Source: an optimization exercise on an open RTL-to-GDS flow (aim: small area). Production flows keep margins and buffers that such runs may drop. Function was checked by simulation only, so behaviour that the tests miss may differ from the original. No activity file was given, so power comes from the tool's default toggle rates.

== job 101 ==
==> flow/design.v <==
module Alarm_Clock_EE271 (
	clk,
	pushBtn,
	switches,
	led,
	buzzer,
	ps,
	seg0, seg1,
	seg2, seg3,
	seg4, seg5,
	segDecimalPoint
);
input [9:0] switches;
input [1:0] pushBtn;
input clk;
output [9:0] led;
output reg buzzer;
output [3:0] ps;
output [7:0] seg0;
output [7:0] seg1;
output [7:0] seg2;
output [7:0] seg3;
output [6:0] seg4;
output [7:0] seg5;
output reg segDecimalPoint;
wire rst  = ~pushBtn[1];
wire setm = switches[9];
reg [1:0] currentState;
reg [3:0] dcnt;         
reg       button_state;
reg       switch_old;
reg [7:0] count;        
reg [1:0] hr_t;  reg [3:0] hr_u;
reg [4:0] mn_t;  reg [3:0] mn_u;
reg [2:0] sc_t;  reg [3:0] sc_u;
reg [1:0] ah_t;  reg [3:0] ah_u;
reg [1:0] am_t;  reg [3:0] am_u;
reg [1:0] th_t;  reg [3:0] th_u;
reg [1:0] tm_t;  reg [3:0] tm_u;
reg [2:0] ts_t;  reg [3:0] ts_u;
reg [4:0] sw_t;  reg [3:0] sw_u;
reg alarmflag, timerFlag, ledFlag;
reg [1:0] dh_t; reg [3:0] dh_u;
reg [2:0] dm_t; reg [3:0] dm_u;
reg [2:0] ds_t; reg [3:0] ds_u;
always @(*) begin
	case (currentState)
	2'd0: begin {dh_t, dh_u} = {hr_t, hr_u}; {dm_t, dm_u} = {mn_t[2:0], mn_u}; {ds_t, ds_u} = {sc_t, sc_u}; end
	2'd1: begin {dh_t, dh_u} = {ah_t, ah_u}; {dm_t, dm_u} = {1'b0, am_t, am_u}; {ds_t, ds_u} = 7'd0; end
	2'd2: begin {dh_t, dh_u} = {th_t, th_u}; {dm_t, dm_u} = {1'b0, tm_t, tm_u}; {ds_t, ds_u} = {ts_t, ts_u}; end
	default: begin {dh_t, dh_u} = 6'd0;      {dm_t, dm_u} = 7'd0;               {ds_t, ds_u} = {sw_t[2:0], sw_u}; end
	endcase
end
wire mn_over = (mn_t[4:3] != 2'd0) || (mn_t[2:0] == 3'd7) || (mn_t[2:0] == 3'd6 && mn_u != 4'd0);
wire sw_over = (sw_t[4:3] != 2'd0) || (sw_t[2:0] == 3'd7) || (sw_t[2:0] == 3'd6 && sw_u != 4'd0);
wire dm_blank = (currentState == 2'd0) & mn_over;
wire ds_blank = (currentState == 2'd3) & sw_over;
wire tick  = count[7] & count[6] & count[2] & count[1] & count[0];    
wire press = switch_old & ~pushBtn[0];
wire selH  = ~switches[0] &  switches[1];
wire selM  =  switches[0] & ~switches[1];
function [3:0] u_inc;
	input [3:0] u;
	u_inc = {u[3] | (u[2] & u[1] & u[0]), u[2] ^ (u[1] & u[0]), u[1] ^ u[0], ~u[0]};
endfunction
function [3:0] u_dec;
	input [3:0] u;
	u_dec = {u[3] & u[0], (u[2] & (u[1] | u[0])) | (u[3] & ~u[0]),
	         (u[1] & u[0]) | (~u[1] & ~u[0] & (u[2] | u[3])), ~u[0]};
endfunction
function [5:0] inc24;
	input [1:0] t; input [3:0] u;
	if (t[1] & u[1] & u[0]) inc24 = 6'd0;
	else if (u[3] & u[0]) inc24 = {t[0], ~t[0], 4'd0};
	else inc24 = {t, u_inc(u)};
endfunction
function [8:0] inc256;
	input [4:0] t; input [3:0] u;
	if (t[4] & t[3] & t[0] & u[2] & ~u[1] & u[0]) inc256 = 9'd0;
	else if (u[3] & u[0]) inc256 = {t + 5'd1, 4'd0};
	else inc256 = {t, u_inc(u)};
endfunction
wire [5:0] hr_inc = inc24(hr_t, hr_u);
wire [8:0] mn_inc = inc256(mn_t, mn_u);
wire [8:0] sw_inc = inc256(sw_t, sw_u);
wire [3:0] sc_u_inc = u_inc(sc_u);
wire [3:0] tm_u_dec = u_dec(tm_u);
wire [3:0] ts_u_dec = u_dec(ts_u);
wire sc_u9 = sc_u[3] & sc_u[0];
wire sc_59 = sc_t[2] & sc_t[0] & sc_u9;
wire mn_59 = (mn_t == 5'd5) && mn_u[3] && mn_u[0];
wire mn_23 = (mn_t == 5'd2) && (mn_u[2:0] == 3'd3);
wire [5:0] dh_inc = inc24(dh_t, dh_u);
wire [5:0] dm_inc = inc24(dm_t[1:0], dm_u);
wire dh_23 = dh_t[1] & dh_u[1] & dh_u[0];
wire dm_23 = dm_t[1] & dm_u[1] & dm_u[0];
wire ts_0  = (ts_t == 3'd0) && (ts_u == 4'd0);
wire tm_0  = (tm_t == 2'd0) && (tm_u == 4'd0);
always @(posedge clk) begin
	switch_old <= pushBtn[0];
	if (rst) begin
		{hr_t, hr_u} <= 0;
		{mn_t, mn_u} <= 0;
		{sc_t, sc_u} <= 0;
		{ah_t, ah_u} <= 0;
		{am_t, am_u} <= 0;
		{th_t, th_u} <= 0;
		{tm_t, tm_u} <= 0;
		{ts_t, ts_u} <= {3'd0, 4'd2};
		{sw_t, sw_u} <= 0;
		alarmflag <= 0;
		timerFlag <= 0;
		segDecimalPoint <= 0;
		count <= 0;
		buzzer <= 0;
	end else begin
		if (!setm) begin
			if (tick) begin
				count <= 0;
				if (sc_59) begin
					{sc_t, sc_u} <= 0;
					if (mn_59) begin
						{mn_t, mn_u} <= 0;
						{hr_t, hr_u} <= hr_inc;
					end else
						{mn_t, mn_u} <= mn_inc;
				end else if (sc_u9) begin
					sc_t <= sc_t + 3'd1;
					sc_u <= 4'd0;
				end else
					sc_u <= sc_u_inc;
				if (ts_0) begin
					if (!tm_0) begin
						{ts_t, ts_u} <= {3'd5, 4'd9};
						if (tm_u == 4'd0) begin
							tm_t <= {1'b0, tm_t[1]};
							tm_u <= 4'd9;
						end else
							tm_u <= tm_u_dec;
					end
				end else if (ts_u == 4'd0) begin
					ts_t <= ts_t - 3'd1;
					ts_u <= 4'd9;
				end else
					ts_u <= ts_u_dec;
				if (currentState == 2'd3 && switches[0])
					{sw_t, sw_u} <= sw_inc;
			end else begin
				count <= count + 8'd1;
				if (count > 8'd100) begin
					segDecimalPoint <= 1;
					if (ledFlag)
						buzzer <= 1;
				end else begin
					segDecimalPoint <= 0;
					buzzer <= 0;
				end
			end
		end else if (press) begin
			case (currentState)
			2'd0: begin
				if (selH) {hr_t, hr_u} <= hr_inc;
				else if (selM) {mn_t, mn_u} <= mn_23 ? 9'd0 : mn_inc;
			end
			2'd1: begin
				if (selH) begin
					{ah_t, ah_u} <= dh_inc;
					if (!dh_23) alarmflag <= 1;
				end else if (selM) begin
					{am_t, am_u} <= dm_inc;
					if (!dm_23) alarmflag <= 1;
				end
			end
			2'd2: begin
				if (selH) begin
					{th_t, th_u} <= dh_inc;
					if (!dh_23) timerFlag <= 1;
				end else if (selM) begin
					{tm_t, tm_u} <= dm_inc;
					if (!dm_23) timerFlag <= 1;
				end
			end
			default: ;
			endcase
		end
	end
end
wire dcnt_hit = dcnt[3];
wire dcnt_run = button_state ? pushBtn[0] : ~pushBtn[0];
always @(posedge clk) begin
	if (rst) begin
		currentState <= 2'd0;
		dcnt <= 4'd0;
		button_state <= 1'b1;
	end else if (dcnt_hit) begin
		dcnt <= {3'd0, ~button_state & pushBtn[0]};
		button_state <= ~button_state;
		if (!button_state && !setm)
			currentState <= currentState + 2'd1;
	end else begin
		dcnt <= dcnt_run ? dcnt + 4'd1 : 4'd0;
	end
end
always @(posedge clk)
	ledFlag <= ({hr_t, hr_u} == {ah_t, ah_u}) && ({mn_t, mn_u} == {3'd0, am_t, am_u}) && alarmflag ||
	           tm_0 && ts_0 && timerFlag;
assign led = {10{ledFlag}};
assign ps[1:0] = currentState;
assign ps[3] = (currentState == 2'd3) ? switches[0] : (setm & switches[0]);
assign ps[2] = (currentState == 2'd3) ? (switches[0] & switches[1]) : (setm & switches[1]);
function [6:0] digit;
	input [3:0] d;
	case (d)
	4'd0: digit = 7'b100_0000;
	4'd1: digit = 7'b111_1001;
	4'd2: digit = 7'b010_0100;
	4'd3: digit = 7'b011_0000;
	4'd4: digit = 7'b001_1001;
	4'd5: digit = 7'b001_0010;
	4'd6: digit = 7'b000_0010;
	4'd7: digit = 7'b111_1000;
	4'd8: digit = 7'b000_0000;
	4'd9: digit = 7'b001_0000;
	default: digit = 7'b111_1111;
	endcase
endfunction
function [6:0] tens;
	input [2:0] d;
	case (d)
	3'd0: tens = 7'b100_0000;
	3'd1: tens = 7'b111_1001;
	3'd2: tens = 7'b010_0100;
	3'd3: tens = 7'b011_0000;
	3'd4: tens = 7'b001_1001;
	3'd5: tens = 7'b001_0010;
	3'd6: tens = 7'b000_0010;
	default: tens = 7'b111_1111;
	endcase
endfunction
assign seg5 = {1'b1, tens({1'b0, dh_t})};
assign seg4 = digit(dh_u);
assign seg3 = {1'b1, tens(dm_t | {3{dm_blank}})};
assign seg2 = {1'b1, digit(dm_u | {4{dm_blank}})};
assign seg1 = {1'b1, tens(ds_t | {3{ds_blank}})};
assign seg0 = {1'b1, digit(ds_u | {4{ds_blank}})};
endmodule
export LEC_CHECK = 0
export CAP_MARGIN = 20
export CORE_MARGIN = 2
export CORE_UTILIZATION = 40
export PLACE_DENSITY = 0.6
export SLEW_MARGIN = 20
create_clock -name core_clock -period 10.0 [get_ports {clk}]
standard.sh (not shown) runs the stock make flow with config.mk's settings and CLKGATE_MAP_FILE= SYNTH_SCRIPT=/design/flow/synth_recipe.tcl, a recipe that flattens the netlist after the stock synthesis.
==> flow/flow/run.sh <==
#!/bin/bash
# Own layout flow: the standard layout (standard.sh, all steps), with these
# changes that only affect how the combinational logic and buffers are built:
#  - synthesis maps logic with an area-oriented ABC script (flow/synth_area.tcl
#    wraps synth_recipe.tcl and only swaps the ABC script) and without the
#    half/full-adder extraction (ADDER_MAP_FILE empty);
#  - port buffers are buf_1 cells (BUFFER_PORTS_ARGS);
#  - clock tree of clkbuf_8 cells without dummy loads (CTS_ARGS).
# Registers, their names and cell types are those of the standard synthesis.
set -euo pipefail
work=$(pwd)

export MY_WORK="$work"
bash standard.sh \
  SYNTH_SCRIPT="$work/flow/synth_area.tcl" \
  ADDER_MAP_FILE= \
  "BUFFER_PORTS_ARGS=-buffer_cell sky130_fd_sc_hd__buf_1" \
  "CTS_ARGS=-sink_clustering_enable -repair_clock_nets -buf_list sky130_fd_sc_hd__clkbuf_8 -dont_use_dummy_load" \
  finish > "$work/flow_standard.log" 2>&1
==> flow/flow/abc_area1.script <==
strash
&get -n
&fraig -x
&put
scorr
dc2
dretime
strash
&get -n
&dch -f
&nf -R 1000 -p -F 8 -A 4 -C 32
&put
topo
==> flow/flow/abc_area2.script <==
strash
&get -n
&fraig -x
&put
scorr
dc2
dretime
strash
&get -n
&deepsyn -T 25 -S 2
&put
strash
&get -n
&dch -f
&nf -R 1000 -p -F 8 -A 4 -C 32
&put
topo
==> flow/flow/abc_area3.script <==
strash
&get -n
&fraig -x
&put
scorr
dc2
dretime
strash
&get -n
&deepsyn -T 25 -S 3
&put
strash
&get -n
&dch -f
&nf -R 1000 -p -F 8 -A 4 -C 32
&put
topo
==> flow/flow/abc_area4.script <==
strash
&get -n
&fraig -x
&put
scorr
dc2
dretime
strash
&get -n
&deepsyn -T 25 -S 4
&put
strash
&get -n
&dch -f
&nf -R 1000 -p -F 8 -A 4 -C 32
&put
topo
==> flow/flow/synth_area.tcl <==
# synth_recipe.tcl with the ABC mapping step replaced: the logic is mapped
# several times with area-oriented ABC scripts (flow/abc_area*.script) and
# the smallest result is kept. Only combinational logic goes through ABC, so
# the registers stay exactly those of the standard synthesis.
proc abc_area_of_design {} {
  set lib_args {}
  foreach lib $::env(LIB_FILES) { lappend lib_args -liberty $lib }
  set s [tee -q -s result.string stat {*}$lib_args]
  if {[regexp {Chip area for [^:]*: +([0-9.eE+-]+)} $s -> a]} { return $a }
  return 1e99
}
proc abc {args} {
  set i [lsearch -exact $args -script]
  set scripts [lsort [glob -nocomplain [file join $::env(MY_WORK) flow abc_area*.script]]]
  if {$i < 0 || [llength $scripts] == 0} { yosys abc {*}$args; return }
  yosys design -save my_pre_abc
  set best 1e99
  set n 0
  foreach sc $scripts {
    yosys design -load my_pre_abc
    lset args [expr {$i + 1}] $sc
    yosys abc {*}$args
    set a [abc_area_of_design]
    puts "ABC script $sc: area $a"
    if {$a < $best} { set best $a; yosys design -save my_best_abc }
    incr n
  }
  yosys design -load my_best_abc
  puts "ABC best area $best of $n scripts"
}
source [file join $::env(MY_WORK) synth_recipe.tcl]
Input changes introduced in job 102 (baseline for comparison: job 101):
-- flow/flow/run.sh --
<<< job 101, line 12

>>> job 102, line 12
export MY_ABC_SCRIPT="$work/flow/abc_area.script"
==> flow/flow/abc_area.script (new file) <==
strash
&get -n
&fraig -x
&put
scorr
dc2
dretime
strash
&get -n
&dch -f
&nf -R 1000 -p -F 8 -A 4 -C 32
&put
topo
==> flow/flow/synth_area.tcl <==
# synth_recipe.tcl with the ABC mapping script replaced by an area-oriented one
proc abc {args} {
  set i [lsearch -exact $args -script]
  if {$i >= 0} { lset args [expr {$i + 1}] $::env(MY_ABC_SCRIPT) }
  yosys abc {*}$args
}
source [file join $::env(MY_WORK) synth_recipe.tcl]
removed: flow/flow/abc_area1.script
removed: flow/flow/abc_area2.script
removed: flow/flow/abc_area3.script
removed: flow/flow/abc_area4.script
--- outcome ---
Job 102 did not stop at any stage, and its layout met the timing, DRC and antenna checks. [job 102 vs job 101] worst-case register-to-register setup slack: higher in job 102. Re worst path arrival time: job 101 was higher than job 102. Looking only at maximum fanout along the worst path, and setting everything else aside, the lower value of job 101 and job 102 goes to job 101. Compared with job 101, job 102 shows via count higher by 266. Relative to job 101, the layout overhead on the synthesized area of job 102 is higher by 0.18 points. Compared with job 101, job 102 ends up with a larger final cell area. In job 102, the power share of the combinational group came out 3.3 points below the value in job 101. Comparing job 101 and job 102, the higher via count normalized by instance count was measured on job 101. Job 102 has sequential power below what job 101 had.

re-timing with driven ports:
The results above use ideal ports. As a check the final layouts listed here were re-extracted and re-timed, cells and wires unchanged.
Step 1 sets driving cells, clkbuf_16 on the clock port and buf_2 on the other inputs (assumed; they add their load-dependent delay and slew).
Step 2 times the ports against the registers' clock, not the clock port: input delays grow and output delays shrink by t, the midpoint of the rising clock arrivals with the driver on.
Slacks: no drivers / after step 1 / after step 2; pairs: no drivers / after step 1.
run | shift t [ns] | setup WS [ns] | hold WS [ns] | slew at the worst register clock pin (ns) | worst slew at a driven data input, ns
job 101 | 0.381 | 4.575 / 4.542 / 4.501 | 0.476 / 0.476 / 0.476 | 0.09 / 0.09 | 0.03
job 102 | 0.382 | 4.821 / 4.794 / 4.732 | 0.476 / 0.476 / 0.476 | 0.08 / 0.08 | 0.03
After both steps every run listed still meets setup and hold. For job 102, which loses most, drivers alone change the setup slack by -0.027 ns; drivers and shift together by -0.089 ns.
